Background: an optimization exercise with open tools, aiming at small area and a short achievable clock period. Do not read the settings as production practice.
Function was checked by simulation only, so behaviour that the tests miss may differ from the original.

## run.sh

```bash
#!/bin/bash
# synth_recipe.tcl (not shown) runs the flow's synth.tcl, then flattens the netlist and writes it again
# the make line also repeats each setting of config.mk as NAME=value (left out here)
make -C /OpenROAD-flow-scripts/flow DESIGN_CONFIG=/design/flow/config.mk WORK_HOME=/design/flow/orfs CLKGATE_MAP_FILE= SYNTH_SCRIPT=/design/flow/synth_recipe.tcl finish
```

## config.mk

```make
export PLATFORM = sky130hd
export DESIGN_NAME = RISCV_TOP
export DESIGN_NICKNAME = RISCV_TOP
export VERILOG_FILES = /design/flow/design.v
export SDC_FILE = /design/flow/constraint.sdc
export NUM_CORES = 4
export LEC_CHECK = 0
export ABC_AREA = 1
export CAP_MARGIN = 20
export CORE_MARGIN = 2
export CORE_UTILIZATION = 60
export SLEW_MARGIN = 20
export SYNTH_HIERARCHICAL = 1
```

## constraint.sdc

```tcl
create_clock -name core_clock -period 200.0 [get_ports {CLK}]
set_input_delay 40.0000 -clock core_clock [delete_from_list [all_inputs] [get_ports {CLK}]]
set_output_delay 40.0000 -clock core_clock [all_outputs]
set_load 0.01 [all_outputs]
```

## design.v

```verilog
module MULDIV (
	input  wire [31:0] A,
	input  wire [31:0] B,
	input  wire        MUL,
	output wire [31:0] C
	);
	genvar gl, gi;
	wire [31:0] aaU [0:5];
	wire [31:0] aaD [0:5];
	assign aaU[0] = {A[30:0], 1'b0};
	generate
		for (gl = 0; gl < 5; gl = gl + 1) begin : g_aau
			for (gi = 0; gi < 32; gi = gi + 1) begin : g_bit
				if (((gi + 1) % (2 << gl)) == 0) begin : g_comb
					assign aaU[gl+1][gi] = aaU[gl][gi] | aaU[gl][gi - (1 << gl)];
				end else begin : g_pass
					assign aaU[gl+1][gi] = aaU[gl][gi];
				end
			end
		end
		assign aaD[5] = aaU[5];
		for (gl = 4; gl >= 0; gl = gl - 1) begin : g_aad
			for (gi = 0; gi < 32; gi = gi + 1) begin : g_bit
				if (((gi + 1) % (2 << gl)) == (1 << gl) && gi >= (2 << gl)) begin : g_comb
					assign aaD[gl][gi] = aaD[gl+1][gi] | aaD[gl+1][gi - (1 << gl)];
				end else begin : g_pass
					assign aaD[gl][gi] = aaD[gl+1][gi];
				end
			end
		end
	endgenerate
	wire [31:0] aaL = aaD[0];
	wire [31:0] absA = A ^ ({32{A[31]}} & aaL);
	wire sB = B[31];
	wire [31:0] hz;    
	wire [31:0] ho;    
	wire [31:0] lz;    
	assign hz[31] = 1'b1;
	assign ho[31] = 1'b1;
	assign lz[0] = ~B[0];
	genvar j;
	generate
		for (j = 30; j >= 0; j = j - 1) begin : g_hz
			assign hz[j] = hz[j+1] & ~B[j+1];
			assign ho[j] = ho[j+1] & B[j+1];
		end
		for (j = 1; j < 32; j = j + 1) begin : g_lz
			assign lz[j] = lz[j-1] & ~B[j];
		end
	endgenerate
	wire [31:0] bfit = sB ? (ho & ~lz) : hz;    
	wire [31:0] yd = ~(B ^ {32{sB}});           
	wire cind = ~MUL & ~sB;
	wire [31:0] ydm = yd & {32{~MUL}};
	wire [31:0] bkm = {32{MUL}} & {B[0], B[1], B[2], B[3], B[4], B[5], B[6], B[7],
		B[8], B[9], B[10], B[11], B[12], B[13], B[14], B[15], B[16], B[17], B[18],
		B[19], B[20], B[21], B[22], B[23], B[24], B[25], B[26], B[27], B[28], B[29],
		B[30], B[31]};    
	wire [31:0] rw [0:31];
	generate
		for (j = 0; j < 32; j = j + 1) begin : g_row
			wire [j:0] x;
			wire [j:0] o;
			wire xin = ~MUL & absA[31-j];
			if (j == 0) begin : g_first
				assign x = xin;
			end else begin : g_next
				assign x = {rw[j-1][j-1:0], xin};
			end
			RROW #(.W(j+1)) row (.x(x), .a(A[j:0]), .bkm(bkm[j]), .ydm(ydm[j:0]),
				.mul(MUL), .cin(cind), .fit(bfit[j]), .o(o));
			if (j == 31) begin : g_last
				assign rw[j] = o;
			end else begin : g_pad
				assign rw[j] = {{(31-j){1'b0}}, o};
			end
		end
	endgenerate
	wire [31:0] r = rw[31];
	wire neg = ~MUL & A[31];
	wire [31:0] rrU [0:5];
	wire [31:0] rrD [0:5];
	assign rrU[0] = {r[30:0], 1'b0};
	generate
		for (gl = 0; gl < 5; gl = gl + 1) begin : g_rru
			for (gi = 0; gi < 32; gi = gi + 1) begin : g_bit
				if (((gi + 1) % (2 << gl)) == 0) begin : g_comb
					assign rrU[gl+1][gi] = rrU[gl][gi] | rrU[gl][gi - (1 << gl)];
				end else begin : g_pass
					assign rrU[gl+1][gi] = rrU[gl][gi];
				end
			end
		end
		assign rrD[5] = rrU[5];
		for (gl = 4; gl >= 0; gl = gl - 1) begin : g_rrd
			for (gi = 0; gi < 32; gi = gi + 1) begin : g_bit
				if (((gi + 1) % (2 << gl)) == (1 << gl) && gi >= (2 << gl)) begin : g_comb
					assign rrD[gl][gi] = rrD[gl+1][gi] | rrD[gl+1][gi - (1 << gl)];
				end else begin : g_pass
					assign rrD[gl][gi] = rrD[gl+1][gi];
				end
			end
		end
	endgenerate
	wire [31:0] rrL = rrD[0];
	assign C = r ^ ({32{neg}} & rrL);
endmodule
module RROW #(parameter W = 8) (
	input  wire [W-1:0] x,
	input  wire [W-1:0] a,
	input  wire         bkm,
	input  wire [W-1:0] ydm,
	input  wire         mul,
	input  wire         cin,
	input  wire         fit,
	output wire [W-1:0] o
	);
	localparam L = (W <= 2) ? 1 : (W <= 4) ? 2 : (W <= 8) ? 3 : (W <= 16) ? 4 : 5;
	wire [W-1:0] y = (a & {W{bkm}}) | ydm;
	wire [W-1:0] p;
	wire [W-1:0] g0;
	genvar q;
	generate
		for (q = 0; q < W; q = q + 1) begin : g_pg
			PG pg (.x(x[q]), .y(y[q]), .p(p[q]), .g(g0[q]));
		end
	endgenerate
	wire [W-1:0] c;    
	wire [W-1:0] gu [0:L];
	wire [W-1:0] pu [0:L];
	wire [W-1:0] gd [0:L];
	assign gu[0] = {g0[W-1:1], g0[0] | (p[0] & cin)};
	assign pu[0] = p;
	genvar l, i;
	generate
		for (l = 0; l < L; l = l + 1) begin : g_up
			for (i = 0; i < W; i = i + 1) begin : g_bit
				if (((i + 1) % (2 << l)) == 0) begin : g_comb
					assign gu[l+1][i] = gu[l][i] | (pu[l][i] & gu[l][i - (1 << l)]);
					assign pu[l+1][i] = pu[l][i] & pu[l][i - (1 << l)];
				end else begin : g_pass
					assign gu[l+1][i] = gu[l][i];
					assign pu[l+1][i] = pu[l][i];
				end
			end
		end
		assign gd[L] = gu[L];
		for (l = L - 1; l >= 0; l = l - 1) begin : g_dn
			for (i = 0; i < W; i = i + 1) begin : g_bit
				if (((i + 1) % (2 << l)) == (1 << l) && i >= (2 << l)) begin : g_comb
					assign gd[l][i] = gd[l+1][i] | (pu[l][i] & gd[l+1][i - (1 << l)]);
				end else begin : g_pass
					assign gd[l][i] = gd[l+1][i];
				end
			end
		end
		if (W == 1) begin : g_s1
			assign c = gd[0];
			wire [W-1:0] s = p ^ cin;
			wire sel = mul | (c[W-1] & fit);
			assign o = sel ? s : x;
		end else begin : g_sn
			assign c = gd[0];
			wire [W-1:0] s = p ^ {c[W-2:0], cin};
			wire sel = mul | (c[W-1] & fit);
			assign o = sel ? s : x;
		end
	endgenerate
endmodule
module RADD #(parameter W = 8, parameter ARCH = 0) (
	input  wire [W-1:0] x,
	input  wire [W-1:0] y,
	input  wire         cin,
	output wire [W-1:0] s,
	output wire         co
	);
	localparam L = (W <= 2) ? 1 : (W <= 4) ? 2 : (W <= 8) ? 3 : (W <= 16) ? 4 : 5;
	wire [W-1:0] p;
	wire [W-1:0] g0;
	genvar q;
	generate
		for (q = 0; q < W; q = q + 1) begin : g_pg
			PG pg (.x(x[q]), .y(y[q]), .p(p[q]), .g(g0[q]));
		end
	endgenerate
	wire [W-1:0] c;    
	genvar l, i;
	generate
		if (ARCH == 0 || (ARCH == 3 && W <= 4)) begin : g_skl
			wire [W-1:0] gl [0:L];
			wire [W-1:0] pl [0:L];
			assign gl[0] = {g0[W-1:1], g0[0] | (p[0] & cin)};
			assign pl[0] = p;
			for (l = 0; l < L; l = l + 1) begin : g_lvl
				for (i = 0; i < W; i = i + 1) begin : g_bit
					if ((i >> l) & 1) begin : g_comb
						localparam integer K = ((i >> l) << l) - 1;
						assign gl[l+1][i] = gl[l][i] | (pl[l][i] & gl[l][K]);
						assign pl[l+1][i] = pl[l][i] & pl[l][K];
					end else begin : g_pass
						assign gl[l+1][i] = gl[l][i];
						assign pl[l+1][i] = pl[l][i];
					end
				end
			end
			assign c = gl[L];
		end else if (ARCH == 1) begin : g_bk
			wire [W-1:0] gu [0:L];
			wire [W-1:0] pu [0:L];
			wire [W-1:0] gd [0:L];
			assign gu[0] = {g0[W-1:1], g0[0] | (p[0] & cin)};
			assign pu[0] = p;
			for (l = 0; l < L; l = l + 1) begin : g_up
				for (i = 0; i < W; i = i + 1) begin : g_bit
					if (((i + 1) % (2 << l)) == 0) begin : g_comb
						assign gu[l+1][i] = gu[l][i] | (pu[l][i] & gu[l][i - (1 << l)]);
						assign pu[l+1][i] = pu[l][i] & pu[l][i - (1 << l)];
					end else begin : g_pass
						assign gu[l+1][i] = gu[l][i];
						assign pu[l+1][i] = pu[l][i];
					end
				end
			end
			assign gd[L] = gu[L];
			for (l = L - 1; l >= 0; l = l - 1) begin : g_dn
				for (i = 0; i < W; i = i + 1) begin : g_bit
					if (((i + 1) % (2 << l)) == (1 << l) && i >= (2 << l)) begin : g_comb
						assign gd[l][i] = gd[l+1][i] | (pu[l][i] & gd[l+1][i - (1 << l)]);
					end else begin : g_pass
						assign gd[l][i] = gd[l+1][i];
					end
				end
			end
			assign c = gd[0];
		end else if (ARCH == 2) begin : g_rc
			assign c[0] = g0[0] | (p[0] & cin);
			for (i = 1; i < W; i = i + 1) begin : g_bit
				assign c[i] = g0[i] | (p[i] & c[i-1]);
			end
		end else begin : g_sparse
			localparam NG = (W + 3) / 4;
			localparam LG = (NG <= 2) ? 1 : (NG <= 4) ? 2 : 3;
			wire [NG-1:0] GG, GP;
			for (i = 0; i < NG; i = i + 1) begin : g_grp
				localparam integer LO = 4 * i;
				localparam integer HI = (4 * i + 3 < W) ? 4 * i + 3 : W - 1;
				wire [HI-LO:0] gg, gp;
				assign gg[0] = (i == 0) ? (g0[0] | (p[0] & cin)) : g0[LO];
				assign gp[0] = p[LO];
				genvar b;
				for (b = 1; b <= HI - LO; b = b + 1) begin : g_b
					assign gg[b] = g0[LO+b] | (p[LO+b] & gg[b-1]);
					assign gp[b] = p[LO+b] & gp[b-1];
				end
				assign GG[i] = gg[HI-LO];
				assign GP[i] = gp[HI-LO];
			end
			wire [NG-1:0] gl [0:LG];
			wire [NG-1:0] pl [0:LG];
			assign gl[0] = GG;
			assign pl[0] = GP;
			for (l = 0; l < LG; l = l + 1) begin : g_lvl
				for (i = 0; i < NG; i = i + 1) begin : g_bit
					if ((i >> l) & 1) begin : g_comb
						localparam integer K = ((i >> l) << l) - 1;
						assign gl[l+1][i] = gl[l][i] | (pl[l][i] & gl[l][K]);
						assign pl[l+1][i] = pl[l][i] & pl[l][K];
					end else begin : g_pass
						assign gl[l+1][i] = gl[l][i];
						assign pl[l+1][i] = pl[l][i];
					end
				end
			end
			wire [NG-1:0] GC = gl[LG];
			for (i = 0; i < NG; i = i + 1) begin : g_in
				localparam integer LO = 4 * i;
				localparam integer HI = (4 * i + 3 < W) ? 4 * i + 3 : W - 1;
				wire ci = (i == 0) ? cin : GC[i-1];
				genvar b;
				assign c[LO] = g0[LO] | (p[LO] & ci);
				for (b = LO + 1; b <= HI; b = b + 1) begin : g_b
					assign c[b] = g0[b] | (p[b] & c[b-1]);
				end
			end
		end
		if (W == 1) begin : g_s1
			assign s = p ^ cin;
		end else begin : g_sn
			assign s = p ^ {c[W-2:0], cin};
		end
	endgenerate
	assign co = c[W-1];
endmodule
module PG (
	input  wire x,
	input  wire y,
	output wire p,
	output wire g
	);
	assign p = x ^ y;
	assign g = x & y;
endmodule
module RCA #(parameter W = 8) (
	input  wire [W-1:0] a,
	input  wire [W-1:0] b,
	input  wire         cin,
	output wire [W-1:0] s,
	output wire         co
	);
	wire [W:0] c;
	assign c[0] = cin;
	genvar i;
	generate
		for (i = 0; i < W; i = i + 1) begin : g_bit
			assign s[i] = a[i] ^ b[i] ^ c[i];
			assign c[i+1] = (a[i] & b[i]) | (c[i] & (a[i] ^ b[i]));
		end
	endgenerate
	assign co = c[W];
endmodule
module RINC #(parameter W = 8) (
	input  wire [W-1:0] a,
	output wire [W-1:0] s
	);
	wire [W:0] c;
	assign c[0] = 1'b1;
	genvar i;
	generate
		for (i = 0; i < W; i = i + 1) begin : g_bit
			assign s[i] = a[i] ^ c[i];
			assign c[i+1] = a[i] & c[i];
		end
	endgenerate
endmodule
module RISCV_TOP (
	input wire CLK,
	input wire RSTn,
	output wire I_MEM_CSN,
	input wire [31:0] I_MEM_DI, 
	output wire [11:0] I_MEM_ADDR, 
	output wire D_MEM_CSN,
	input wire [31:0] D_MEM_DI,
	output wire [31:0] D_MEM_DOUT,
	output wire [11:0] D_MEM_ADDR, 
	output wire D_MEM_WEN,
	output wire [3:0] D_MEM_BE,
	output wire RF_WE,
	output wire [4:0] RF_RA1,
	output wire [4:0] RF_RA2,
	output wire [4:0] RF_WA1,
	input wire [31:0] RF_RD1,
	input wire [31:0] RF_RD2,
	output wire [31:0] RF_WD,
	output wire HALT,                    
	output reg [31:0] NUM_INST,          
	output wire [31:0] OUTPUT_PORT       
	);
	wire [31:0] I = I_MEM_DI;
	wire [2:0] f3 = I[14:12];
	reg [11:1] PC;           
	reg haltReg;
	reg prevHaltA;           
	reg [11:1] PC_next;
	wire [31:0] numInc;
	RINC #(.W(32)) numinc (.a(NUM_INST), .s(numInc));
	always @ (posedge CLK) begin
		if (!RSTn) NUM_INST <= 32'd0;
		else NUM_INST <= numInc;
	end
	wire haltNow = prevHaltA && (I == 32'h00008067);
	always @ (posedge CLK) begin
		if (!RSTn) begin
			PC <= 11'd0;
			haltReg <= 1'b0;
		end
		else begin
			PC <= PC_next;
			if (haltNow) haltReg <= 1'b1;
		end
		prevHaltA <= (I == 32'h00c00093);
	end
	assign HALT = haltReg | haltNow;
	assign I_MEM_CSN = ~RSTn;
	assign D_MEM_CSN = ~RSTn;
	assign I_MEM_ADDR = {PC, 1'b0};
	assign RF_RA1 = I[19:15];
	assign RF_RA2 = I[24:20];
	assign RF_WA1 = I[11:7];
	assign D_MEM_DOUT = RF_RD2;
	assign OUTPUT_PORT = RF_WD;
	wire [6:0] opc = I[6:0];
	wire isR    = (opc == 7'b0110011);
	wire isI    = (opc == 7'b0010011);
	wire isC    = (opc == 7'b0001011);
	wire isLD   = (opc == 7'b0000011);
	wire isST   = (opc == 7'b0100011);
	wire isBR   = (opc == 7'b1100011);
	wire isJAL  = (opc == 7'b1101111);
	wire isJALR = (opc == 7'b1100111);
	wire isLUI  = (opc == 7'b0110111);
	wire isAUI  = (opc == 7'b0010111);
	assign RF_WE = isR | isI | isC | isLD | isJALR | isJAL | isLUI | isAUI;
	assign D_MEM_WEN = ~isST;
	wire isMem = isLD | isST;
	assign D_MEM_BE = {4{isMem}} & ((f3[1:0] == 2'b00) ? 4'b0001 :
	                                (f3[1:0] == 2'b01) ? 4'b0011 :
	                                (f3[1:0] == 2'b10) ? 4'b1111 : 4'b0000);
	reg [3:0] op;
	always @(*) begin
		if (isR)       op = {((f3 == 3'b000) || (f3 == 3'b101)) & I[30], f3};
		else if (isI)  op = {(f3 == 3'b101) & I[30], f3};
		else if (isC)  op = {f3, I[25]};
		else if (isLUI) op = 4'b1001;
		else           op = 4'b0000;
	end
	wire [31:0] immI = {{20{I[31]}}, I[31:20]};
	wire [31:0] immS = {{20{I[31]}}, I[31:25], I[11:7]};
	wire [11:0] immB = {I[7], I[30:25], I[11:8], 1'b0};
	wire [11:0] immJ = {I[20], I[30:21], 1'b0};
	wire [31:0] immU = {I[31:12], 12'd0};
	wire useImm = isI | isLD | isJALR | isST | isLUI;
	wire [31:0] B = useImm ? (isST ? immS : (isLUI ? immU : immI)) : RF_RD2;
	wire [31:0] A = RF_RD1;
	wire sub = (op == 4'b1000) | (op == 4'b0010) | (op == 4'b0011) | isBR;
	wire [32:0] sum;
	RCA #(.W(32)) mainadd (.a(A), .b(B ^ {32{sub}}), .cin(sub), .s(sum[31:0]), .co(sum[32]));
	wire [31:0] axb = A ^ B;
	wire eq  = ~|axb;
	wire ltu = ~sum[32];
	wire lt  = (A[31] ^ B[31]) ? A[31] : sum[31];
	wire [4:0] sh = B[4:0];
	wire shl = (op == 4'b0001);
	reg [31:0] shin;
	reg [31:0] shout;
	integer k;
	always @(*) begin
		for (k = 0; k < 32; k = k + 1) shin[k] = shl ? A[31-k] : A[k];
	end
	wire [63:0] shr = {{32{op[3] & A[31]}}, shin} >> sh;
	always @(*) begin
		for (k = 0; k < 32; k = k + 1) shout[k] = shl ? shr[31-k] : shr[k];
	end
	wire [31:0] md;
	MULDIV muldiv (.A(RF_RD1), .B(RF_RD2), .MUL(~I[25]), .C(md));
	wire isMD = isC & (f3 == 3'b111);
	reg [31:0] alu;
	always @(*) begin
		case (op)
			4'b0000, 4'b1000: alu = sum[31:0];
			4'b0111: alu = A & B;
			4'b0110: alu = A | B;
			4'b0100: alu = axb;
			4'b0001, 4'b0101, 4'b1101: alu = shout;
			4'b0010: alu = {31'd0, lt};
			4'b0011: alu = {31'd0, ltu};
			4'b1100: alu = {31'd0, ~A[0]};
			4'b1001: alu = B;
			default: alu = 32'd0;
		endcase
	end
	wire [11:0] pc = {PC, 1'b0};
	wire [11:0] pc4;
	wire [11:0] tgt;
	wire tgtc;
	assign pc4[1:0] = pc[1:0];
	RINC #(.W(10)) pcinc (.a(pc[11:2]), .s(pc4[11:2]));
	RCA #(.W(11)) pcadd (.a(pc[11:1]), .b(isJAL ? immJ[11:1] : immB[11:1]), .cin(1'b0), .s(tgt[11:1]), .co(tgtc));
	assign tgt[0] = 1'b0;
	reg taken;
	always @(*) begin
		case (f3)
			3'b000: taken = eq;
			3'b001: taken = ~eq;
			3'b100: taken = lt;
			3'b101: taken = ~lt;
			3'b110: taken = ltu;
			3'b111: taken = ~ltu;
			default: taken = 1'b0;
		endcase
	end
	wire usePC = isBR | isJAL;
	wire [31:0] res0 = usePC ? {20'd0, tgt} : (isAUI ? {immU[31:12], pc} : alu);
	assign D_MEM_ADDR = isMD ? md[11:0] : res0[11:0];
	always @(*) begin
		if (isJAL | (isBR & taken)) PC_next = tgt[11:1];
		else if (isJALR)           PC_next = sum[11:1];
		else                       PC_next = pc4[11:1];
	end
	reg [31:0] ld;
	always @(*) begin
		case (f3)
			3'b000: ld = {{24{D_MEM_DI[7]}}, D_MEM_DI[7:0]};
			3'b001: ld = {{16{D_MEM_DI[15]}}, D_MEM_DI[15:0]};
			3'b100: ld = {24'd0, D_MEM_DI[7:0]};
			3'b101: ld = {16'd0, D_MEM_DI[15:0]};
			default: ld = D_MEM_DI;
		endcase
	end
	wire [31:0] wd0 = isLD ? ld :
	                  (isJAL | isJALR) ? {20'd0, pc4} :
	                  isBR ? {31'd0, taken} : res0;
	assign RF_WD = isMD ? md : wd0;
endmodule
```

==> results of run 1 <==
[routing by layer]
layer | part of all wire | up-vias | GRT usage
met3 | 0.12 | 641 | 0.09768
li1 | - | 24810 | -
met4 | 0.073 | 6 | 0.2679
met5 | 0.00016 | - | 0
met2 | 0.41 | 2891 | 0.6656
met1 | 0.40 | 23670 | 0.5880
[worst reg2reg max path: cells and delay by family, from the launching register on]
family | cells | cell delay, ps
fa+ha+maj | 30 | 5490
flops | 1 | 330
simple gates | 3 | 160
buf+inv | 2 | 120
[per-stage QoR]
step / utilization / cells / hold slack, ps / worst slack, ps
after floorplan: - / 7320 / 435.9 / 67820
after global placement: 0.6433 / 8433 / 442.6 / 57290
after detailed placement: 0.6434 / 8434 / 446.8 / 56560
after CTS: 0.6454 / 8442 / 457.0 / 56490
after global routing: 0.6455 / 8442 / 484.8 / 50030
final: 0.6456 / 8446 / 454.8 / 55920
[cell type report]
type                    instances  area (sq um)
inverters                     677          2550
fillers                      7507         27900
clock buffers                   5         125.1
diodes                          4         10.01
multi-input cells            6233         41990
flip-flops and latches         45         900.9
clock inverters                 3         25.02
repair buffers                429          3921
well taps                    1050          1314
[state kept, by name (all words and copies together), names as in the netlist]
name       flops
PC            11
NUM_INST      32
prevHaltA      1
haltReg        1
[cell usage in the layout (no fill, tap or decap), types with 46 or more instances in the layout]
cell type        instances
xor2_1                 166
inv_2                   46
inv_1                  606
xnor2_1                122
clkdlybuf4s50_1        292
mux2_2                  55
a21oi_1                342
buf_4                  125
nand2_2                272
a21o_1                 543
o21ai_1                 47
nand2_1               1614
nand3_1                760
ha_1                   938
nand2_4                 77
o21ai_0                176
a31o_2                  54
nor2_1                 492
[how the worst min path moves through the flow]
| stage | end | from | cells past startpoint |
|---|---|---|---|
| final | haltReg | haltReg | 2 |
| after global placement | haltReg | haltReg | 2 |
| after floorplan | haltReg | haltReg | 2 |
| after global routing | haltReg | haltReg | 2 |
| after detailed placement | haltReg | haltReg | 2 |
| after CTS | haltReg | haltReg | 2 |
==> notes.md, run 1 <==
DRC violations left=0; # nets final=about 8500; core area=about 0.079 sq mm; WP depth=around 510; Top delay family on crit path=simple AND/OR/NAND/NOR gates; Cells after Synth=roughly 7300; RD Place Congestion=between 1 and 1.5; crit path max-delay cell type=clkdlybuf4s50_1; Post-Layout Inst Area=between 0.05 and 0.06 sq mm; Critical Path End Type=output pin; Synth Cell Area=between 0.04 and 0.05 sq mm; initial antenna violation count=6; GRT Residual Overflow=0; R2R Setup Slk=193890 ps; Layout Area Growth over Synthesis=7.014%; routed wire length=about 190000 um; max incr delay on CP=~610 ps; vias per cell=just over 6; Hold Path Class=flop to flop; fin. max-slew vios=0; post-DR wirelength/cell=22.42 um; first-pass GRT wire length=285300 um; clk slew on worst S/H paths=60 ps; Final ANT Viol Nets=0; num rows=a little over 100; Critical R2R Capture=NUM_INST[31]; average cell area after synthesis=6.491 sq um; fin crit share=0.7204; CTS root buf=clkbuf_16; Arrival @ worst endpoint=around 100000 ps; Setup CP Type=primary input to output pin; hpwl dp=roughly 140000 um; GRT Total Usage=0.4471; Setup crit end=OUTPUT_PORT[30]; CTS Sinks=45; Final Hold Fails=0; H-tree Lvls=2; port buffer count=a little over 300; die area=slightly above 0.08 sq mm; # IOs=~300; Max Cap Viol=0; Starting Density=0.6033; Post-CTS Hold Buffers=0; Initial DRT Pass Iterations=6; Max FO, Critical Path=42; crit start category=primary input; RSZ-0062 raised after global routing=false; Final Setup Violations=0; Post-DP Area=slightly above 0.05 sq mm; share of post-route cells with drive strength above 1=0.1207; CTS tree=built; Die H=approximately 290 um; Tightest Pin Transition=roughly 1200 ps; Die W=between 200 and 300 um; outcome=timing/DRC/antenna clean; post-CTS setup buffers=0; worst r2r path cells=35; min cycle time layout=144080 ps; FMAX=0.006941 GHz; Required @ worst endpoint=160000 ps; yosys warns=between 40 and 50; Critical path buffers and inverters=37; drt initial violations=around 5700; clock latency (worst-skew pair)=a little under 300 ps; CP startpoint=RF_RD2[31]; Vias=~52000; setup tns final=0 ps; maximum clock path buffer count=2; Clock Skew=10.46 ps; vias in the first global route=47790; largest net degree at the start of global routing=between 50 and 60; most frequent CP cell=nand2_1; total CTS buffers=5; number of instances resized during post-cts repair=0; Critical R2R Launch=NUM_INST[0]; max_slew headroom=0.2205
==> run 2: changes to the inputs <==
--- a/design.v
+++ b/design.v
@@ -167,130 +167,6 @@
 		end
 	endgenerate
 endmodule
-module RADD #(parameter W = 8, parameter ARCH = 0) (
-	input  wire [W-1:0] x,
-	input  wire [W-1:0] y,
-	input  wire         cin,
-	output wire [W-1:0] s,
-	output wire         co
-	);
-	localparam L = (W <= 2) ? 1 : (W <= 4) ? 2 : (W <= 8) ? 3 : (W <= 16) ? 4 : 5;
-	wire [W-1:0] p;
-	wire [W-1:0] g0;
-	genvar q;
-	generate
-		for (q = 0; q < W; q = q + 1) begin : g_pg
-			PG pg (.x(x[q]), .y(y[q]), .p(p[q]), .g(g0[q]));
-		end
-	endgenerate
-	wire [W-1:0] c;    
-	genvar l, i;
-	generate
-		if (ARCH == 0 || (ARCH == 3 && W <= 4)) begin : g_skl
-			wire [W-1:0] gl [0:L];
-			wire [W-1:0] pl [0:L];
-			assign gl[0] = {g0[W-1:1], g0[0] | (p[0] & cin)};
-			assign pl[0] = p;
-			for (l = 0; l < L; l = l + 1) begin : g_lvl
-				for (i = 0; i < W; i = i + 1) begin : g_bit
-					if ((i >> l) & 1) begin : g_comb
-						localparam integer K = ((i >> l) << l) - 1;
-						assign gl[l+1][i] = gl[l][i] | (pl[l][i] & gl[l][K]);
-						assign pl[l+1][i] = pl[l][i] & pl[l][K];
-					end else begin : g_pass
-						assign gl[l+1][i] = gl[l][i];
-						assign pl[l+1][i] = pl[l][i];
-					end
-				end
-			end
-			assign c = gl[L];
-		end else if (ARCH == 1) begin : g_bk
-			wire [W-1:0] gu [0:L];
-			wire [W-1:0] pu [0:L];
-			wire [W-1:0] gd [0:L];
-			assign gu[0] = {g0[W-1:1], g0[0] | (p[0] & cin)};
-			assign pu[0] = p;
-			for (l = 0; l < L; l = l + 1) begin : g_up
-				for (i = 0; i < W; i = i + 1) begin : g_bit
-					if (((i + 1) % (2 << l)) == 0) begin : g_comb
-						assign gu[l+1][i] = gu[l][i] | (pu[l][i] & gu[l][i - (1 << l)]);
-						assign pu[l+1][i] = pu[l][i] & pu[l][i - (1 << l)];
-					end else begin : g_pass
-						assign gu[l+1][i] = gu[l][i];
-						assign pu[l+1][i] = pu[l][i];
-					end
-				end
-			end
-			assign gd[L] = gu[L];
-			for (l = L - 1; l >= 0; l = l - 1) begin : g_dn
-				for (i = 0; i < W; i = i + 1) begin : g_bit
-					if (((i + 1) % (2 << l)) == (1 << l) && i >= (2 << l)) begin : g_comb
-						assign gd[l][i] = gd[l+1][i] | (pu[l][i] & gd[l+1][i - (1 << l)]);
-					end else begin : g_pass
-						assign gd[l][i] = gd[l+1][i];
-					end
-				end
-			end
-			assign c = gd[0];
-		end else if (ARCH == 2) begin : g_rc
-			assign c[0] = g0[0] | (p[0] & cin);
-			for (i = 1; i < W; i = i + 1) begin : g_bit
-				assign c[i] = g0[i] | (p[i] & c[i-1]);
-			end
-		end else begin : g_sparse
-			localparam NG = (W + 3) / 4;
-			localparam LG = (NG <= 2) ? 1 : (NG <= 4) ? 2 : 3;
-			wire [NG-1:0] GG, GP;
-			for (i = 0; i < NG; i = i + 1) begin : g_grp
-				localparam integer LO = 4 * i;
-				localparam integer HI = (4 * i + 3 < W) ? 4 * i + 3 : W - 1;
-				wire [HI-LO:0] gg, gp;
-				assign gg[0] = (i == 0) ? (g0[0] | (p[0] & cin)) : g0[LO];
-				assign gp[0] = p[LO];
-				genvar b;
-				for (b = 1; b <= HI - LO; b = b + 1) begin : g_b
-					assign gg[b] = g0[LO+b] | (p[LO+b] & gg[b-1]);
-					assign gp[b] = p[LO+b] & gp[b-1];
-				end
-				assign GG[i] = gg[HI-LO];
-				assign GP[i] = gp[HI-LO];
-			end
-			wire [NG-1:0] gl [0:LG];
-			wire [NG-1:0] pl [0:LG];
-			assign gl[0] = GG;
-			assign pl[0] = GP;
-			for (l = 0; l < LG; l = l + 1) begin : g_lvl
-				for (i = 0; i < NG; i = i + 1) begin : g_bit
-					if ((i >> l) & 1) begin : g_comb
-						localparam integer K = ((i >> l) << l) - 1;
-						assign gl[l+1][i] = gl[l][i] | (pl[l][i] & gl[l][K]);
-						assign pl[l+1][i] = pl[l][i] & pl[l][K];
-					end else begin : g_pass
-						assign gl[l+1][i] = gl[l][i];
-						assign pl[l+1][i] = pl[l][i];
-					end
-				end
-			end
-			wire [NG-1:0] GC = gl[LG];
-			for (i = 0; i < NG; i = i + 1) begin : g_in
-				localparam integer LO = 4 * i;
-				localparam integer HI = (4 * i + 3 < W) ? 4 * i + 3 : W - 1;
-				wire ci = (i == 0) ? cin : GC[i-1];
-				genvar b;
-				assign c[LO] = g0[LO] | (p[LO] & ci);
-				for (b = LO + 1; b <= HI; b = b + 1) begin : g_b
-					assign c[b] = g0[b] | (p[b] & c[b-1]);
-				end
-			end
-		end
-		if (W == 1) begin : g_s1
-			assign s = p ^ cin;
-		end else begin : g_sn
-			assign s = p ^ {c[W-2:0], cin};
-		end
-	endgenerate
-	assign co = c[W-1];
-endmodule
 module PG (
 	input  wire x,
 	input  wire y,
==> flow/run.sh (new file) <==
#!/bin/bash
# The standard layout, except that the ports are buffered with the smallest
# buffer (buf_1) instead of the delay buffer buffer_ports picks by default.
set -euo pipefail
bash standard.sh "BUFFER_PORTS_ARGS=-buffer_cell sky130_fd_sc_hd__buf_1" finish > orfs_make.log 2>&1
==> standard.sh (new file) <==
#!/bin/bash
# synth_recipe.tcl (not shown) runs the flow's synth.tcl, then flattens the netlist and writes it again
# the make line also repeats each setting of config.mk as NAME=value (left out here)
make -C /OpenROAD-flow-scripts/flow DESIGN_CONFIG=/design/flow/config.mk WORK_HOME=/design/flow/orfs CLKGATE_MAP_FILE= SYNTH_SCRIPT=/design/flow/synth_recipe.tcl "${@:-finish}"
removed: run.sh
==> run 2 against run 1 <==
Synthesized cell count stayed put. Clock skew is 4.5 ps lower. Maximum frequency is 0.18% higher. Global-route usage is 0.78 points lower. Die area stayed put. Largest cell class unchanged.
==> notes.md, run 2 <==
outcome=timing/DRC/antenna clean (unchanged); die area=0.08144 sq mm (unchanged); Hold Crit Start=haltReg (unchanged); clock latency (worst-skew pair)=300 ps (was 290 ps); Max Cap Viol=0 (unchanged); Required @ worst endpoint=160000 ps (about the same); H-tree Lvls=2 (unchanged); vias per cell=6.128 (was 6.159); met1 usage=0.5771 (was 0.5880); Critical R2R Capture=NUM_INST[31] (unchanged); hpwl dp=140900 um (was 144200 um); # IOs=306 (unchanged); Arrival @ worst endpoint=103820 ps (was 104080 ps); most common cell after layout, fill and taps aside=nand2_1 (unchanged); Vias=51760 (was 52020); drt initial violations=5709 (was 5748); met2 GRT Util=0.6653 (was 0.6656); crit start category=primary input (unchanged); Final ANT Viol Nets=0 (unchanged); post-CTS setup buffers=0 (unchanged); most frequent CP cell=nand2_1 (unchanged); average cell area after synthesis=6.491 sq um (unchanged); Hold Path Class=flop to flop (unchanged); RD Place Congestion=1.028 (was 1.079); Die W=285.4 um (unchanged); Fin Hold WS=459.2 ps (was 454.8 ps); CTS tree=built (unchanged); Worst Hold Depth=2 (unchanged); # nets final=8501 (was 8502); max FFs per register=32 (unchanged); GRT Residual Overflow=0 (unchanged); Final Core Density=0.6223 (was 0.6456); Post-Layout Inst Area=0.04900 sq mm (was 0.05084 sq mm); RSZ-0062 raised after global routing=false (unchanged); Post-DP Area=0.04883 sq mm (was 0.05067 sq mm); Setup WS pre-CTS=56790 ps (was 56560 ps); Final Setup Violations=0 (unchanged); worst r2r path cells=34 (was 35); DRC violations left=0 (unchanged); core area=0.07874 sq mm (unchanged); number of instances resized during post-cts repair=0 (unchanged); Post-CTS Hold Buffers=0 (unchanged); clk slew on worst S/H paths=70 ps (was 60 ps); grt peak-use layer=met2 (unchanged); first-pass GRT wire length=281000 um (was 285300 um); largest net degree at the start of global routing=62 (was 56); CTS Sinks=45 (unchanged); Largest Register=NUM_INST (unchanged); Synth Cell Area=0.04751 sq mm (unchanged); Critical R2R Launch=NUM_INST[0] (unchanged); Starting Density=0.6033 (unchanged); Final Hold Fails=0 (unchanged); R2R Setup Slk=193880 ps (was 193890 ps); Critical Path End Type=output pin (unchanged); M3 GR Usage=0.09288 (was 0.09768); Largest regs=NUM_INST: 32 flops, PC: 11 flops (unchanged); max incr delay on CP=500 ps (was 610 ps); min cycle time layout=143820 ps (was 144080 ps); fin crit share=0.7191 (was 0.7204); setup ws final=56180 ps (was 55920 ps); Cells after Synth=7319 (unchanged); Tightest Pin Transition=1176 ps (was 1169 ps); fin. max-slew vios=0 (unchanged); hold path endpoint=haltReg (unchanged); Layout Area Growth over Synthesis=3.153% (was 7.014%); port buffer count=304 (unchanged); post-DR wirelength/cell=21.98 um (was 22.42 um); FMAX=0.006953 GHz (was 0.006941 GHz); Die H=285.4 um (unchanged); Clock Skew=5.986 ps (was 10.46 ps); Max FO, Critical Path=36 (was 42); Initial DRT Pass Iterations=8 (was 6); Layout fillers=7833 (was 7507); most frequent cells in the layout=1614 x nand2_1, 938 x ha_1, 760 x nand3_1 (unchanged); routed wire length=185700 um (was 189300 um); yosys warns=41 (unchanged); total CTS buffers=5 (unchanged); crit path max-delay cell type=mux2_1 (was clkdlybuf4s50_1); share of post-route cells with drive strength above 1=0.1211 (was 0.1207); initial antenna violation count=9 (was 6); Setup CP Type=primary input to output pin (unchanged); GRT Total Usage=0.4393 (was 0.4471); vias in the first global route=47400 (was 47790); CTS root buf=clkbuf_16 (unchanged); setup tns final=0 ps (unchanged); max_slew headroom=0.2092 (was 0.2205); num rows=103 (unchanged); maximum clock path buffer count=2 (unchanged)
[run 2: stage by stage]
step	cells
3_5_place_dp	8433
5_1_grt	8443
3_3_place_gp	8433
2_1_floorplan	7320
6_report	8446
4_1_cts	8441
[run 2: area by class of cell]
cell class	instances	area [sq um]	area share
repair buffers	428	2096	0.04277
multi-input cells	6233	41980	0.8567
clock buffers	5	125.1	0.002553
inverters	677	2550	0.05204
diodes	5	12.51	0.0002553
well taps	1050	1314	0.02681
clock inverters	3	25.02	0.0005107
flip-flops and latches	45	900.9	0.01838
[run 2: metal layers]
layer  wire [um]  up-vias
met5          54        -
met1       75510    23630
met4       12330        8
met3       21640      585
met2       76150     2732
li1            -    24800
[run 2: how the worst max path moves through the flow]
stage	slack (ps)	start	end	depth (start not counted)
6_report	56180	RF_RD2[31]	RF_WD[30]	503
5_1_grt	49960	RF_RD2[31]	RF_WD[30]	500
4_1_cts	56700	RF_RD2[31]	RF_WD[30]	507
3_5_place_dp	56790	RF_RD2[31]	RF_WD[30]	507
3_3_place_gp	58460	RF_RD2[31]	RF_WD[30]	507
2_1_floorplan	67820	I_MEM_DI[25]	RF_WD[30]	445
[run 2: worst max-delay path: cells and delay by family]
kind / cells / cell delay, ps
AO/OA/AOI/OAI: 24 / 4060
multiplexers: 9 / 3630
XOR/XNOR: 1 / 160
adder cells (fa/ha/maj): 75 / 17070
AND/OR/NAND/NOR: 358 / 34270
buffers and inverters: 36 / 4350
==> run 3: changes to the inputs <==
--- a/design.v
+++ b/design.v
@@ -35,14 +35,34 @@
 	wire [31:0] hz;    
 	wire [31:0] ho;    
 	wire [31:0] lz;    
+	assign lz[0] = ~B[0];
+	wire [31:0] nzs [0:5];    
+	wire [31:0] nos [0:5];    
+	genvar sl, sk;
+	generate
+		for (sk = 0; sk < 32; sk = sk + 1) begin : g_s0
+			assign nzs[0][sk] = ~B[31-sk];
+			assign nos[0][sk] = B[31-sk];
+		end
+		for (sl = 0; sl < 5; sl = sl + 1) begin : g_sl
+			for (sk = 0; sk < 32; sk = sk + 1) begin : g_sk
+				if ((sk >> sl) & 1) begin : g_comb
+					assign nzs[sl+1][sk] = nzs[sl][sk] & nzs[sl][((sk >> sl) << sl) - 1];
+					assign nos[sl+1][sk] = nos[sl][sk] & nos[sl][((sk >> sl) << sl) - 1];
+				end else begin : g_pass
+					assign nzs[sl+1][sk] = nzs[sl][sk];
+					assign nos[sl+1][sk] = nos[sl][sk];
+				end
+			end
+		end
+	endgenerate
 	assign hz[31] = 1'b1;
 	assign ho[31] = 1'b1;
-	assign lz[0] = ~B[0];
 	genvar j;
 	generate
 		for (j = 30; j >= 0; j = j - 1) begin : g_hz
-			assign hz[j] = hz[j+1] & ~B[j+1];
-			assign ho[j] = ho[j+1] & B[j+1];
+			assign hz[j] = nzs[5][30-j];
+			assign ho[j] = nos[5][30-j];
 		end
 		for (j = 1; j < 32; j = j + 1) begin : g_lz
 			assign lz[j] = lz[j-1] & ~B[j];
==> run 3 against run 2 <==
Cell area increased by 0.23%. Hold slack improved by 1.6 ps. Cell count increased by 0.30%. Register-to-register slack improved by 20 ps. Non-clock buffer count decreased by 2.
==> notes.md, run 3 <==
FMAX=0.006999 GHz (was 0.006953 GHz); met1 usage=0.5826 (was 0.5771); port buffer count=304 (unchanged); crit path max-delay cell type=nand2_2 (was mux2_1); CTS root buf=clkbuf_16 (unchanged); Final ANT Viol Nets=0 (unchanged); routed wire length=191200 um (was 185700 um); outcome=timing/DRC/antenna clean (unchanged); H-tree Lvls=2 (unchanged); yosys warns=41 (unchanged); Required @ worst endpoint=160000 ps (about the same); # IOs=306 (unchanged); Max Cap Viol=0 (unchanged); Layout Area Growth over Synthesis=3.032% (was 3.153%); hpwl dp=144500 um (was 140900 um); Critical Path End Type=output pin (unchanged); setup tns final=0 ps (unchanged); die area=0.08172 sq mm (was 0.08144 sq mm); fin crit share=0.7144 (was 0.7191); Critical path buffers and inverters=38 (was 36); Max FO, Critical Path=44 (was 36); Final Hold Fails=0 (unchanged); Clock Skew=2.651 ps (was 5.986 ps); most frequent cells in the layout=1631 x nand2_1, 938 x ha_1, 764 x nand3_1 (was 1614 x nand2_1, 938 x ha_1, 760 x nand3_1); fin. max-slew vios=0 (unchanged); Post-CTS Hold Buffers=0 (unchanged); RD Place Congestion=1.058 (was 1.028); Setup CP Type=primary input to output pin (unchanged); max FFs per register=32 (unchanged); largest net degree at the start of global routing=56 (was 62); Largest Register=NUM_INST (unchanged); Initial DRT Pass Iterations=8 (unchanged); Die W=285.9 um (was 285.4 um); CTS Sinks=45 (unchanged); min cycle time layout=142880 ps (was 143820 ps); max_slew headroom=0.1648 (was 0.2092); clock latency (worst-skew pair)=290 ps (was 300 ps); Synth Cell Area=0.04767 sq mm (was 0.04751 sq mm); drt initial violations=5695 (was 5709); Arrival @ worst endpoint=102880 ps (was 103820 ps); Top delay family on crit path=simple AND/OR/NAND/NOR gates (unchanged); vias per cell=6.185 (was 6.128); Tightest Pin Transition=1253 ps (was 1176 ps); clk slew on worst S/H paths=70 ps (about the same); Vias=52400 (was 51760); number of instances resized during post-cts repair=0 (unchanged); vias in the first global route=47740 (was 47400); GRT Total Usage=0.4477 (was 0.4393); M3 GR Usage=0.1005 (was 0.09288); max incr delay on CP=510 ps (was 500 ps); num rows=103 (unchanged); met2 GRT Util=0.6715 (was 0.6653); post-CTS setup buffers=0 (unchanged); # nets final=8526 (was 8501); Largest regs=NUM_INST: 32 flops, PC: 11 flops (unchanged); share of post-route cells with drive strength above 1=0.1203 (was 0.1211); Die H=285.9 um (was 285.4 um); Hold Path Class=flop to flop (unchanged); CTS tree=built (unchanged); core area=0.07887 sq mm (was 0.07874 sq mm); Setup WS pre-CTS=57850 ps (was 56790 ps); most frequent CP cell=nand2_1 (unchanged); setup ws final=57120 ps (was 56180 ps); crit start category=primary input (unchanged); GRT Residual Overflow=0 (unchanged); first-pass GRT wire length=285500 um (was 281000 um); DRC violations left=0 (unchanged); post-DR wirelength/cell=22.57 um (was 21.98 um); total CTS buffers=5 (unchanged); grt peak-use layer=met2 (unchanged); RSZ-0062 raised after global routing=false (unchanged); average cell area after synthesis=6.485 sq um (was 6.491 sq um); initial antenna violation count=11 (was 9); Starting Density=0.6044 (was 0.6033); Final Setup Violations=0 (unchanged); maximum clock path buffer count=2 (unchanged); most common cell after layout, fill and taps aside=nand2_1 (unchanged); Cells after Synth=7351 (was 7319)
run 3: cell count changes in the layout (fill, tap and decap cells not counted), sizes merged, moves of 4 or more:
cell,change
xor2,-5
nand2,+15
nand3,+7
o31ai,-5
xnor2,+6
nor2,-4
o21ai,+7
run 3: through the flow:
step                cell area (sq um)  instances  utilization  hold slack (ps)
detailed placement              48950       8458       0.6206            455.5
finish                          49110       8471       0.6227            460.8
floorplan                       47670       7352            -            435.9
CTS                             49100       8466       0.6225            464.3
global route                    49100       8467       0.6226            498.0
global placement                48950       8458       0.6206            446.7
run 3: layout make-up:
class                           count  area [sq um]
Multi-Input combinational cell   6257         42100
Sequential cell                    45         900.9
Clock inverter                      3         22.52
Timing Repair Buffer              426          2079
Inverter                          680          2562
Fill cell                        7811         29760
Antenna cell                        5         12.51
Clock buffer                        5         125.1
Tap cell                         1050          1314
run 3: metal layers:
metal  vias up  part of all wire
li1      24880                 -
met1     24010              0.40
met2      2819              0.40
met3       675              0.12
met4        14             0.072
met5         -            0.0010
run 3: worst min-delay path: cells and delay by family, from the launching register on:
family	cells	cell delay, ps
AOI/OAI and AO/OA	1	60
DFF	1	300
buffers and inverters	1	60
run 3: final timing paths:
path / to / slack (ps) / cells after the start / startpoint
worst max-delay path: RF_WD[31] / 57120 / 490 / I_MEM_DI[25]
worst min-delay path: haltReg / 460 / 2 / haltReg
worst max register to register: NUM_INST[31] / 193900 / 35 / NUM_INST[0]
worst min register to register: haltReg / 460 / 2 / haltReg
==> run 4: changes to the inputs <==
--- a/design.v
+++ b/design.v
@@ -306,16 +306,14 @@
 		if (isR)       op = {((f3 == 3'b000) || (f3 == 3'b101)) & I[30], f3};
 		else if (isI)  op = {(f3 == 3'b101) & I[30], f3};
 		else if (isC)  op = {f3, I[25]};
-		else if (isLUI) op = 4'b1001;
 		else           op = 4'b0000;
 	end
 	wire [31:0] immI = {{20{I[31]}}, I[31:20]};
 	wire [31:0] immS = {{20{I[31]}}, I[31:25], I[11:7]};
 	wire [11:0] immB = {I[7], I[30:25], I[11:8], 1'b0};
 	wire [11:0] immJ = {I[20], I[30:21], 1'b0};
-	wire [31:0] immU = {I[31:12], 12'd0};
-	wire useImm = isI | isLD | isJALR | isST | isLUI;
-	wire [31:0] B = useImm ? (isST ? immS : (isLUI ? immU : immI)) : RF_RD2;
+	wire useImm = isI | isLD | isJALR | isST;
+	wire [31:0] B = useImm ? (isST ? immS : immI) : RF_RD2;
 	wire [31:0] A = RF_RD1;
 	wire sub = (op == 4'b1000) | (op == 4'b0010) | (op == 4'b0011) | isBR;
 	wire [32:0] sum;
@@ -327,33 +325,30 @@
 	wire [4:0] sh = B[4:0];
 	wire shl = (op == 4'b0001);
 	reg [31:0] shin;
-	reg [31:0] shout;
+	reg [31:0] shrev;
 	integer k;
 	always @(*) begin
 		for (k = 0; k < 32; k = k + 1) shin[k] = shl ? A[31-k] : A[k];
 	end
 	wire [63:0] shr = {{32{op[3] & A[31]}}, shin} >> sh;
 	always @(*) begin
-		for (k = 0; k < 32; k = k + 1) shout[k] = shl ? shr[31-k] : shr[k];
+		for (k = 0; k < 32; k = k + 1) shrev[k] = shr[31-k];
 	end
 	wire [31:0] md;
 	MULDIV muldiv (.A(RF_RD1), .B(RF_RD2), .MUL(~I[25]), .C(md));
 	wire isMD = isC & (f3 == 3'b111);
-	reg [31:0] alu;
-	always @(*) begin
-		case (op)
-			4'b0000, 4'b1000: alu = sum[31:0];
-			4'b0111: alu = A & B;
-			4'b0110: alu = A | B;
-			4'b0100: alu = axb;
-			4'b0001, 4'b0101, 4'b1101: alu = shout;
-			4'b0010: alu = {31'd0, lt};
-			4'b0011: alu = {31'd0, ltu};
-			4'b1100: alu = {31'd0, ~A[0]};
-			4'b1001: alu = B;
-			default: alu = 32'd0;
-		endcase
-	end
+	wire oSum = (op == 4'b0000) | (op == 4'b1000);
+	wire oAnd = (op == 4'b0111);
+	wire oOr  = (op == 4'b0110);
+	wire oXor = (op == 4'b0100);
+	wire oShr = (op == 4'b0101) | (op == 4'b1101);
+	wire oB   = (op == 4'b1001);
+	wire [31:0] alu = ({32{oSum}} & sum[31:0]) | ({32{oAnd}} & (A & B)) |
+	                  ({32{oOr}} & (A | B)) | ({32{oXor}} & axb) |
+	                  ({32{oShr}} & shr[31:0]) | ({32{shl}} & shrev) |
+	                  ({32{oB}} & B) |
+	                  {31'd0, ((op == 4'b0010) & lt) | ((op == 4'b0011) & ltu) |
+	                          ((op == 4'b1100) & ~A[0])};
 	wire [11:0] pc = {PC, 1'b0};
 	wire [11:0] pc4;
 	wire [11:0] tgt;
@@ -375,8 +370,8 @@
 		endcase
 	end
 	wire usePC = isBR | isJAL;
-	wire [31:0] res0 = usePC ? {20'd0, tgt} : (isAUI ? {immU[31:12], pc} : alu);
-	assign D_MEM_ADDR = isMD ? md[11:0] : res0[11:0];
+	wire [11:0] res0 = usePC ? tgt : isAUI ? pc : isLUI ? 12'd0 : alu[11:0];
+	assign D_MEM_ADDR = isMD ? md[11:0] : res0;
 	always @(*) begin
 		if (isJAL | (isBR & taken)) PC_next = tgt[11:1];
 		else if (isJALR)           PC_next = sum[11:1];
@@ -392,8 +387,12 @@
 			default: ld = D_MEM_DI;
 		endcase
 	end
-	wire [31:0] wd0 = isLD ? ld :
-	                  (isJAL | isJALR) ? {20'd0, pc4} :
-	                  isBR ? {31'd0, taken} : res0;
-	assign RF_WD = isMD ? md : wd0;
+	wire isJ = isJAL | isJALR;
+	wire isU = isLUI | isAUI;
+	wire wAlu = ~(isLD | isJ | isBR | isU | isMD);
+	wire [31:0] wd0 = ({32{isLD}} & ld) | ({32{isJ}} & {20'd0, pc4}) |
+	                  {31'd0, isBR & taken} |
+	                  ({32{isU}} & {I[31:12], isAUI ? pc : 12'd0}) |
+	                  ({32{wAlu}} & alu);
+	assign RF_WD = ({32{isMD}} & md) | wd0;
 endmodule
==> run 4 against run 3 <==
Still clean on timing, DRC and antenna. Worst setup slack improved by 760 ps. Cell area shrank 1.1%. Count of clock-buffer cells in the layout did not move. Sequential share of layout area is essentially flat. Hold slack got worse by 2.1 ps. Synthesized area decreased by 1.4%. Maximum frequency is 0.54% higher. Via count shrank 2.6%. Register-to-register slack lost 50 ps. Highest routed layer unchanged.
==> notes.md, run 4 <==
Largest regs=NUM_INST: 32 flops, PC: 11 flops (unchanged); routed length on met1=75650 um (was 77410 um); die area=0.08059 sq mm (was 0.08172 sq mm); Hold Path Class=flop to flop (unchanged); maximum clock path buffer count=2 (unchanged); drt initial violations=5761 (was 5695); min cycle time layout=142110 ps (was 142880 ps); largest net degree at the start of global routing=70 (was 56); Max Cap Viol=0 (unchanged); DRC violations left=0 (unchanged); post-DR wirelength/cell=21.94 um (was 22.57 um); GRT Residual Overflow=0 (unchanged); Required @ worst endpoint=160000 ps (about the same); Fin Hold WS=458.7 ps (was 460.8 ps); Largest Register=NUM_INST (unchanged); share of post-route cells with drive strength above 1=0.1200 (was 0.1203); Synth Cell Area=0.04700 sq mm (was 0.04767 sq mm); crit start category=primary input (unchanged); met2 WL=76450 um (was 77290 um); Final ANT Viol Nets=0 (unchanged); clk slew on worst S/H paths=70 ps (about the same); FMAX=0.007037 GHz (was 0.006999 GHz); Final Core Density=0.6268 (was 0.6227); Tightest Pin Transition=1245 ps (was 1253 ps); Vias=51050 (was 52400); vias per cell=6.107 (was 6.185); H-tree Lvls=2 (unchanged); Layout fillers=7530 (was 7811); vias in the first global route=46650 (was 47740); yosys warns=41 (unchanged); setup tns final=0 ps (unchanged); crit path max-delay cell type=mux2_1 (was nand2_2); most common cell after layout, fill and taps aside=nand2_1 (unchanged); port buffer count=304 (unchanged); initial antenna violation count=4 (was 11); Reg area=900.9 sq um (unchanged); CTS root buf=clkbuf_16 (unchanged); Final Setup Violations=0 (unchanged); fin crit share=0.7106 (was 0.7144); Layout Area Growth over Synthesis=3.312% (was 3.032%); Max FO, Critical Path=45 (was 44); top sig layer=met5 (unchanged); Final Hold Fails=0 (unchanged); CTS tree=built (unchanged); total CTS buffers=5 (unchanged); post-CTS setup buffers=0 (unchanged); number of instances resized during post-cts repair=0 (unchanged); outcome=timing/DRC/antenna clean (unchanged); Arrival @ worst endpoint=102110 ps (was 102880 ps); GRT Total Usage=0.4352 (was 0.4477); max_slew headroom=0.1699 (was 0.1648); first-pass GRT wire length=276000 um (was 285500 um); clock latency (worst-skew pair)=290 ps (about the same); max incr delay on CP=490 ps (was 510 ps); Critical Path End Type=output pin (unchanged); RD Place Congestion=1.069 (was 1.058); CTS Sinks=45 (unchanged); max FFs per register=32 (unchanged); Post-CTS Hold Buffers=0 (unchanged); average cell area after synthesis=6.499 sq um (was 6.485 sq um); hpwl dp=140000 um (was 144500 um); Met3 Wirelength=21000 um (was 22440 um); Die H=283.9 um (was 285.9 um); most frequent cells in the layout=1692 x nand2_1, 938 x ha_1, 683 x nand3_1 (was 1631 x nand2_1, 938 x ha_1, 764 x nand3_1); area taken by multi-input logic gates=0.04160 sq mm (was 0.04210 sq mm); core area=0.07747 sq mm (was 0.07887 sq mm); Initial DRT Pass Iterations=6 (was 8); Cells after Synth=7231 (was 7351); # IOs=306 (unchanged); Setup CP Type=primary input to output pin (unchanged); Die W=283.9 um (was 285.9 um); num rows=102 (was 103); Starting Density=0.6067 (was 0.6044); RSZ-0062 raised after global routing=false (unchanged); fin. max-slew vios=0 (unchanged); # nets final=8426 (was 8526); most frequent CP cell=nand2_1 (unchanged); Clock Skew=11.38 ps (was 2.651 ps); routed wire length=183400 um (was 191200 um)
## run 4: cell count changes in the layout (fill, tap and decap cells not counted), moves of 16 or more
cell      previous run  this run
a21oi_1            342       324
a221oi_1             3        28
a22oi_1              1        18
a31oi_1             27        11
inv_1              617       599
nand2_1           1631      1692
nand3_1            764       683
nor2_1             490       508
o21ai_0            183       164
o21ai_1             44        12
o22ai_1             26         8
## run 4: final timing paths
path	start	cells after the start	slack (ps)	to
hold reg to reg	haltReg	2	460	haltReg
setup / recovery	RF_RD1[31]	498	57890	RF_WD[31]
setup reg to reg	NUM_INST[0]	35	193850	NUM_INST[31]
hold / removal	haltReg	2	460	haltReg
## run 4: worst max-delay path: cells and delay by family
kind | cells | cell delay, ps
AOI/OAI and AO/OA | 20 | 3060
adders and majority gates | 79 | 17860
buffers and inverters | 39 | 5040
xor gates and xnor gates | 1 | 160
and+or+nand+nor | 350 | 32090
muxes | 9 | 3640
## run 4: through the flow
stage / instance area (sq um) / setup slack [ps] / std cells
after floorplan: 47000 / 68260 / 7232
after global placement: 48390 / 60130 / 8347
after detailed placement: 48400 / 58460 / 8348
after CTS: 48540 / 58400 / 8356
after global routing: 48550 / 52390 / 8357
final: 48550 / 57890 / 8359
## run 4: per-layer routing
| layer | track usage | vias to the layer above |
|---|---|---|
| met5 | 0 | - |
| met4 | 0.2099 | 4 |
| met3 | 0.06953 | 514 |
| met2 | 0.6644 | 2669 |
| met1 | 0.5929 | 23400 |
| li1 | - | 24460 |
## run 4: final cells by class
class,count,share of cell area
Clock buffer,5,0.002577
Clock inverter,3,0.0004381
Timing Repair Buffer,431,0.04360
Inverter,657,0.05100
Tap cell,1040,0.02680
Multi-Input combinational cell,6175,0.8569
Antenna cell,3,0.0001546
Sequential cell,45,0.01855
==> run 5: changes to the inputs <==
==> run.sh (new file) <==
#!/bin/bash
# synth_recipe.tcl (not shown) runs the flow's synth.tcl, then flattens the netlist and writes it again
# the make line also repeats each setting of config.mk as NAME=value (left out here)
make -C /OpenROAD-flow-scripts/flow DESIGN_CONFIG=/design/flow/config.mk WORK_HOME=/design/flow/orfs CLKGATE_MAP_FILE= SYNTH_SCRIPT=/design/flow/synth_recipe.tcl finish
removed: flow/run.sh
removed: standard.sh
==> run 5 against run 4 <==
Still clean on timing, DRC and antenna. Hold slack better by 4.6 ps. Die area stayed put. Sequential share of layout area is 0.067 points lower. Via count is 0.78% higher. Cell area is 3.7% higher. Global-route usage is 0.72 points higher. First-iteration DRC count is 6.9% lower. Critical path depth is 2 higher. Synthesized cell count stayed put. Highest routed layer unchanged.
==> notes.md, run 5 <==
RD Place Congestion=1.061 (was 1.069); Max FO, Critical Path=45 (unchanged); Layout fillers=7496 (was 7530); Fin Hold WS=463.3 ps (was 458.7 ps); CTS tree=built (unchanged); met2 GRT Util=0.6706 (was 0.6644); Cells after Synth=7231 (unchanged); largest net degree at the start of global routing=70 (unchanged); setup tns final=0 ps (unchanged); post-CTS setup buffers=0 (unchanged); yosys warns=41 (unchanged); initial antenna violation count=12 (was 4); # IOs=306 (unchanged); Critical Path End Type=output pin (unchanged); port buffer count=304 (unchanged); clk slew on worst S/H paths=70 ps (about the same); vias per cell=6.159 (was 6.107); hpwl dp=142500 um (was 140000 um); Top delay family on crit path=simple AND/OR/NAND/NOR gates (unchanged); Critical path buffers and inverters=36 (was 39); CTS root buf=clkbuf_16 (unchanged); outcome=timing/DRC/antenna clean (unchanged); max FFs per register=32 (unchanged); clock latency (worst-skew pair)=290 ps (about the same); Post-Layout Inst Area=0.05036 sq mm (was 0.04855 sq mm); Die H=283.9 um (unchanged); total CTS buffers=5 (unchanged); Final ANT Viol Nets=0 (unchanged); number of instances resized during post-cts repair=0 (unchanged); Required @ worst endpoint=160000 ps (about the same); met1 usage=0.5780 (was 0.5929); fin. max-slew vios=0 (unchanged); Hold Path Class=flop to flop (unchanged); most frequent cells in the layout=1692 x nand2_1, 938 x ha_1, 683 x nand3_1 (unchanged); RSZ-0062 raised after global routing=false (unchanged); H-tree Lvls=2 (unchanged); Initial DRT Pass Iterations=6 (unchanged); num rows=102 (unchanged); max_slew headroom=0.1452 (was 0.1699); FMAX=0.007008 GHz (was 0.007037 GHz); core area=0.07747 sq mm (unchanged); share of post-route cells with drive strength above 1=0.1183 (was 0.1200); crit path max-delay cell type=clkdlybuf4s50_1 (was mux2_1); Post-DP Area=0.05018 sq mm (was 0.04840 sq mm); Synth Cell Area=0.04700 sq mm (unchanged); Vias=51440 (was 51050); average cell area after synthesis=6.499 sq um (unchanged); Reg area=900.9 sq um (unchanged); DRC violations left=0 (unchanged); crit start category=primary input (unchanged); GRT Total Usage=0.4424 (was 0.4352); CTS Sinks=45 (unchanged); Critical R2R Launch=NUM_INST[0] (unchanged); Layout Area Growth over Synthesis=7.159% (was 3.312%); Clock Skew=4.552 ps (was 11.38 ps); Post-CTS Hold Buffers=0 (unchanged); fin crit share=0.7135 (was 0.7106); Tightest Pin Transition=1282 ps (was 1245 ps); first-pass GRT wire length=281500 um (was 276000 um); most common cell after layout, fill and taps aside=nand2_1 (unchanged); maximum clock path buffer count=2 (unchanged); Final Setup Violations=0 (unchanged); max incr delay on CP=910 ps (was 490 ps); drt initial violations=5364 (was 5761); Final Hold Fails=0 (unchanged); Starting Density=0.6067 (unchanged); vias in the first global route=47560 (was 46650); Hold Crit Start=haltReg (unchanged); Arrival @ worst endpoint=102700 ps (was 102110 ps); Largest regs=NUM_INST: 32 flops, PC: 11 flops (unchanged); post-DR wirelength/cell=22.29 um (was 21.94 um); Max Cap Viol=0 (unchanged); GRT Residual Overflow=0 (unchanged); grt peak-use layer=met2 (unchanged); Largest Register=NUM_INST (unchanged); most frequent CP cell=nand2_1 (unchanged); # nets final=8421 (was 8426); M3 GR Usage=0.09912 (was 0.06953); min cycle time layout=142700 ps (was 142110 ps); CP startpoint=RF_RD2[25] (was RF_RD1[31]); routed wire length=186200 um (was 183400 um); Setup CP Type=primary input to output pin (unchanged); area taken by multi-input logic gates=0.04160 sq mm (unchanged); Die W=283.9 um (unchanged); die area=0.08059 sq mm (unchanged)
==> run 5: layout make-up <==
type	count	area share
inverter	657	0.04917
clock inverter	3	0.0004969
sequential	45	0.01789
tap	1040	0.02584
multi-input combinational	6175	0.8261
clock buffer	5	0.002484
antenna	2	0.00009938
timing repair buffer	426	0.07791
==> run 5: final timing paths <==
kind | endpoint | slack (ps) | depth (start not counted)
setup / recovery | RF_WD[31] | 57300 | 500
hold / removal | haltReg | 460 | 2
setup reg to reg | NUM_INST[31] | 193800 | 35
hold reg to reg | haltReg | 460 | 2
==> run 5: through the flow <==
stage / instances / worst slack (ps) / util
after global routing: 8351 / 51890 / 0.6500
after floorplan: 7232 / 68260 / -
after CTS: 8349 / 57970 / 0.6497
after detailed placement: 8341 / 58090 / 0.6477
after global placement: 8341 / 59840 / 0.6477
final: 8353 / 57300 / 0.6501
==> run 5: worst register-to-register path, delay by kind of cell (launching register included) <==
kind	cells	cell delay (ps)
buf+inv	2	120
flops	1	340
simple gates	3	180
fa+ha+maj	30	5530
==> run 5: routing by layer <==
layer | vias to the layer above | wire length (um) | share of wire
met5 | - | 99 | 0.00053
met4 | 14 | 12500 | 0.067
met3 | 646 | 22260 | 0.12
met2 | 2693 | 76420 | 0.41
met1 | 23650 | 74890 | 0.40
li1 | 24440 | - | -

-- port drivers added, routing unchanged --
No port has a modelled driver above. Below, the same layouts with a new extraction and two added sets of constraints. Step 1, drivers: a clkbuf_16 drives CLK and a buf_2 each remaining input, both assumed. Step 2 moves the port delays by t, midway between the first and last clock arrival at a register: inputs arrive t later, outputs are due t later. That takes back most of the time a late clock gives input paths. a / b / c = ideal ports / drivers / drivers and shift; a / b = the first two.
run	shift t [ns]	setup slack, ns	slew at the worst register clock pin (ns)
run 1	0.331	55.925 / 55.905 / 55.905	0.07 / 0.07
run 2	0.333	56.176 / 56.153 / 56.153	0.07 / 0.07
run 3	0.327	57.125 / 57.098 / 57.098	0.07 / 0.07
run 4	0.319	57.887 / 57.863 / 57.863	0.07 / 0.07
run 5	0.330	57.301 / 57.277 / 57.277	0.07 / 0.07
After both steps setup and hold are still met in every run listed. The setup slack of run 3, which loses most, moves by -0.027 ns with the drivers and by -0.027 ns with both steps.
